This is an optimization exercise on Yosys and OpenROAD, whose aim is small area, a short achievable clock period and few clock cycles, not a production implementation. Function was checked by simulation only, so behaviour that the tests miss may differ from the original. No driver is modelled on the clock port, so clocking that relies on it looks cheaper here than on a real chip.

==> module apb_system_top, before the edit <==
module apb_system_top #(
    parameter ADDR_WIDTH = 32,
    parameter DATA_WIDTH = 32,
    parameter NUM_SLAVES = 3
)(
    input  wire                    pclk,
    input  wire                    presetn,
    input  wire                    transfer_req,
    input  wire [ADDR_WIDTH-1:0]   transfer_addr,
    input  wire [DATA_WIDTH-1:0]   transfer_wdata,
    input  wire                    transfer_write,
    output wire                    transfer_ready,
    output wire [DATA_WIDTH-1:0]   transfer_rdata,
    output wire                    transfer_error
);
    wire [3:0] slave  = transfer_addr[19:16];
    wire [5:0] word   = transfer_addr[7:2];
    wire       mapped = (slave[3:2] == 2'b00) && (slave[1:0] != 2'b11);
    wire       inwin  = (transfer_addr[31:20] == 12'h0) && (transfer_addr[15:8] == 8'h0);
    wire       hit    = mapped && inwin;
    wire       wr     = transfer_req && transfer_write && hit;
    reg        pw_valid;
    reg  [5:0] pw_word;
    reg  [1:0] pw_slave;
    reg [31:0] pw_data;
    always @(posedge pclk or negedge presetn)
        if (!presetn) pw_valid <= 1'b0;
        else          pw_valid <= wr;
    always @(posedge pclk) begin
        pw_word  <= word;
        pw_slave <= slave[1:0];
        pw_data  <= transfer_wdata;
    end
    wire byp = pw_valid && hit && word == pw_word && slave[1:0] == pw_slave;
    wire [31:0] wd0 = pw_data & {32{presetn}};
    wire [31:0] wd1 = pw_data | {32{!presetn}};
    wire [3:0] p0 = 4'b0001 << word[1:0];
    wire [3:0] p1 = 4'b0001 << word[3:2];
    wire [3:0] p2 = 4'b0001 << word[5:4];
    wire [3:0] sd = 4'b0001 << slave[1:0];
    wire [3:0] q0 = 4'b0001 << pw_word[1:0];
    wire [3:0] q1 = 4'b0001 << pw_word[3:2];
    wire [3:0] q2 = 4'b0001 << pw_word[5:4];
    wire [3:0] qs = {4{pw_valid}} & (4'b0001 << pw_slave);
    wire [63:0] wl, wwl;
    genvar s, w, b, k;
    generate
        for (w = 0; w < 64; w = w + 1) begin : g_wl
            assign wl[w]  = p2[w/16] & p1[(w/4)%4] & p0[w%4];
            assign wwl[w] = q2[w/16] & q1[(w/4)%4] & q0[w%4];
        end
    endgenerate
    wire [3*4*32-1:0] yc;
    generate
        for (s = 0; s < 3; s = s + 1) begin : g_s
            wire [31:0] q [0:63];
            for (w = 0; w < 64; w = w + 1) begin : g_w
                localparam [31:0] INIT = (s << 24) + w;
                wire [31:0] wd;
                for (b = 0; b < 32; b = b + 1) begin : g_b
                    assign wd[b] = INIT[b] ? wd1[b] : wd0[b];
                end
                wire we = (qs[s] && wwl[w]) || !presetn;
                reg [31:0] m;
                always @(posedge pclk)
                    if (we) m <= wd;
                assign q[w] = m;
            end
            wire [32*32-1:0] ya;
            wire [8*32-1:0]  yb;
            for (k = 0; k < 32; k = k + 1) begin : g_a2
                apb_rd_aoi2 u_a (.s0(wl[2*k]), .s1(wl[2*k+1]), .d0(q[2*k]), .d1(q[2*k+1]),
                                 .y(ya[k*32 +: 32]));
            end
            for (k = 0; k < 8; k = k + 1) begin : g_b4
                apb_rd_and4 u_b (.a(ya[(4*k)*32 +: 32]), .b(ya[(4*k+1)*32 +: 32]),
                                 .c(ya[(4*k+2)*32 +: 32]), .d(ya[(4*k+3)*32 +: 32]),
                                 .y(yb[k*32 +: 32]));
            end
            for (k = 0; k < 4; k = k + 1) begin : g_c2
                apb_rd_nand2 u_c (.a(yb[(2*k)*32 +: 32]), .b(yb[(2*k+1)*32 +: 32]),
                                  .y(yc[(s*4+k)*32 +: 32]));
            end
        end
    endgenerate
    wire [2:0] hs = {3{hit && !byp}} & sd[2:0];
    wire [31:0] err_data = (mapped && !inwin) ? 32'hDEADBEEF : 32'd0;
    reg [4*32-1:0] rd_n;
    reg            error_q;
    integer j;
    always @(posedge pclk) begin
        for (j = 0; j < 4; j = j + 1)
            rd_n[j*32 +: 32] <= ~(({32{hs[0]}} & yc[(0*4+j)*32 +: 32])
                                | ({32{hs[1]}} & yc[(1*4+j)*32 +: 32])
                                | ({32{hs[2]}} & yc[(2*4+j)*32 +: 32])
                                | (j == 0 ? (err_data | ({32{byp}} & pw_data)) : 32'd0));
        error_q <= !hit;
    end
    reg ready_q;
    always @(posedge pclk or negedge presetn)
        if (!presetn) ready_q <= 1'b0;
        else          ready_q <= 1'b1;
    assign transfer_ready = ready_q;
    assign transfer_rdata = ~(rd_n[0 +: 32] & rd_n[32 +: 32] & rd_n[64 +: 32] & rd_n[96 +: 32]);
    assign transfer_error = error_q;
endmodule
export LEC_CHECK = 0
export CAP_MARGIN = 30
export CORE_MARGIN = 2
export CORE_UTILIZATION = 60
export CTS_BUF_LIST = sky130_fd_sc_hd__clkbuf_16
export CTS_CLUSTER_DIAMETER = 100
export CTS_CLUSTER_SIZE = 25
export SETUP_SLACK_MARGIN = 3.0
export SLEW_MARGIN = 50
export SYNTH_HIERARCHICAL = 1
export SYNTH_MINIMUM_KEEP_SIZE = 0
export TNS_END_PERCENT = 10
create_clock -name core_clock -period 6.0 [get_ports {pclk}]
standard.sh (not shown) runs the stock make flow with config.mk's settings and CLKGATE_MAP_FILE= SYNTH_SCRIPT=/design/flow/synth_recipe.tcl, a recipe that flattens the netlist after the stock synthesis.
==> flow/flow/run.sh <==
#!/bin/bash
# Layout flow: the standard layout, with one extra step after clock tree
# synthesis: the cells on the slowest paths are sized (other drive strengths
# of the same cell, no new cells and no logic change) by a greedy search on
# placement parasitics, in two rounds, each followed by legalization. The
# standard flow then continues from global routing to the finished layout.
set -euo pipefail
W=$(pwd)
R=$W/orfs/results/${FLOW_PLATFORM}/apb_system_top/base
bash standard.sh "$R/4_cts.odb" > "$W/std_pass1.log" 2>&1
cp "$R/4_cts.odb" "$W/cts_pass1.odb"
ECO_IN="$W/cts_pass1.odb" ECO_SDC="$R/4_cts.sdc" ECO_OUT="$R/4_cts.odb" \
  GS_TCL="$W/flow/gsize.tcl" GS_ROUNDS="8 3" GS_PATHS=64 \
  PLATFORM_DIR="$FLOW_HOME/platforms/$FLOW_PLATFORM" \
  openroad -no_init -exit "$W/flow/ctsgs.tcl" > "$W/ctsgs.log" 2>&1
rm -f "$W/cts_pass1.odb"
bash standard.sh finish > "$W/std_pass2.log" 2>&1
Other scripts of this flow, unchanged in this note and not shown: flow/flow/ctsgs.tcl, flow/flow/gsize.tcl
The baseline completed without violations.
Testbench counts at the start, summed over its fixed seeds: cycles 4,800.
Edit:
--- a/flow/design.v
+++ b/flow/design.v
@@ -61,39 +61,21 @@
     wire [5:0] word   = transfer_addr[7:2];
     wire       mapped = (slave[3:2] == 2'b00) && (slave[1:0] != 2'b11);
     wire       inwin  = (transfer_addr[31:20] == 12'h0) && (transfer_addr[15:8] == 8'h0);
     wire       hit    = mapped && inwin;
     wire       wr     = transfer_req && transfer_write && hit;
-    reg        pw_valid;
-    reg  [5:0] pw_word;
-    reg  [1:0] pw_slave;
-    reg [31:0] pw_data;
-    always @(posedge pclk or negedge presetn)
-        if (!presetn) pw_valid <= 1'b0;
-        else          pw_valid <= wr;
-    always @(posedge pclk) begin
-        pw_word  <= word;
-        pw_slave <= slave[1:0];
-        pw_data  <= transfer_wdata;
-    end
-    wire byp = pw_valid && hit && word == pw_word && slave[1:0] == pw_slave;
-    wire [31:0] wd0 = pw_data & {32{presetn}};
-    wire [31:0] wd1 = pw_data | {32{!presetn}};
+    wire [31:0] wd0 = transfer_wdata & {32{presetn}};
+    wire [31:0] wd1 = transfer_wdata | {32{!presetn}};
     wire [3:0] p0 = 4'b0001 << word[1:0];
     wire [3:0] p1 = 4'b0001 << word[3:2];
     wire [3:0] p2 = 4'b0001 << word[5:4];
     wire [3:0] sd = 4'b0001 << slave[1:0];
-    wire [3:0] q0 = 4'b0001 << pw_word[1:0];
-    wire [3:0] q1 = 4'b0001 << pw_word[3:2];
-    wire [3:0] q2 = 4'b0001 << pw_word[5:4];
-    wire [3:0] qs = {4{pw_valid}} & (4'b0001 << pw_slave);
-    wire [63:0] wl, wwl;
+    wire [63:0] wl;
     genvar s, w, b, k;
     generate
         for (w = 0; w < 64; w = w + 1) begin : g_wl
-            assign wl[w]  = p2[w/16] & p1[(w/4)%4] & p0[w%4];
-            assign wwl[w] = q2[w/16] & q1[(w/4)%4] & q0[w%4];
+            assign wl[w] = p2[w/16] & p1[(w/4)%4] & p0[w%4];
         end
     endgenerate
     wire [3*4*32-1:0] yc;
     generate
         for (s = 0; s < 3; s = s + 1) begin : g_s
@@ -102,11 +84,11 @@
                 localparam [31:0] INIT = (s << 24) + w;
                 wire [31:0] wd;
                 for (b = 0; b < 32; b = b + 1) begin : g_b
                     assign wd[b] = INIT[b] ? wd1[b] : wd0[b];
                 end
-                wire we = (qs[s] && wwl[w]) || !presetn;
+                wire we = (wr && sd[s] && wl[w]) || !presetn;
                 reg [31:0] m;
                 always @(posedge pclk)
                     if (we) m <= wd;
                 assign q[w] = m;
             end
@@ -125,21 +107,21 @@
                 apb_rd_nand2 u_c (.a(yb[(2*k)*32 +: 32]), .b(yb[(2*k+1)*32 +: 32]),
                                   .y(yc[(s*4+k)*32 +: 32]));
             end
         end
     endgenerate
-    wire [2:0] hs = {3{hit && !byp}} & sd[2:0];
+    wire [2:0] hs = {3{hit}} & sd[2:0];
     wire [31:0] err_data = (mapped && !inwin) ? 32'hDEADBEEF : 32'd0;
     reg [4*32-1:0] rd_n;
     reg            error_q;
     integer j;
     always @(posedge pclk) begin
         for (j = 0; j < 4; j = j + 1)
             rd_n[j*32 +: 32] <= ~(({32{hs[0]}} & yc[(0*4+j)*32 +: 32])
                                 | ({32{hs[1]}} & yc[(1*4+j)*32 +: 32])
                                 | ({32{hs[2]}} & yc[(2*4+j)*32 +: 32])
-                                | (j == 0 ? (err_data | ({32{byp}} & pw_data)) : 32'd0));
+                                | (j == 0 ? err_data : 32'd0));
         error_q <= !hit;
     end
     reg ready_q;
     always @(posedge pclk or negedge presetn)
         if (!presetn) ready_q <= 1'b0;
Result:
- The changed run completed with no timing, DRC or antenna violations
- critical path depth rose by 2
- setup slack is worse by 90 ps
- global-route usage barely changes
- clock-buffer cell count fell by 4
- routed wire length hardly moves
- core utilization rose by 0.47 points
- final cell count rose by 0.90%
- non-clock buffer count rose by 104
- worst hold slack is better by 44 ps
- cell area stays flat
- die area fell by 0.44%
Testbench counts after the change, summed over its fixed seeds: cycles 4,800.

==> afterwards: timing with drivers on the ports <==
The flow's constraints put no driver on any port. The routed layouts listed below were extracted and timed again, unchanged, in two steps. Step 1, drivers: a clkbuf_16 drives pclk and a buf_2 each remaining input, both assumed. Step 2 moves the port delays by t, midway between the first and last clock arrival at a register: inputs arrive t later, outputs are due t later. That takes back most of the time a late clock gives input paths. Slacks: ideal / step 1 / step 2; pairs: ideal / step 1.
run | shift t [ns] | slack for setup (ns) | hold WS [ns] | latest minus earliest clock arrival (ns) | cell pins on the clock port's net
the first run | 1.099 | 2.919 / 2.802 / 1.838 | 0.386 / 0.381 / 0.646 | 0.045 / 0.046 | 1
the second run | 1.072 | 2.829 / 2.713 / 1.827 | 0.431 / 0.404 / 0.779 | 0.050 / 0.050 | 1
After both steps setup and hold are still met in every run listed. For the first run, which loses most, drivers alone change the setup slack by -0.117 ns; drivers and shift together by -1.081 ns.
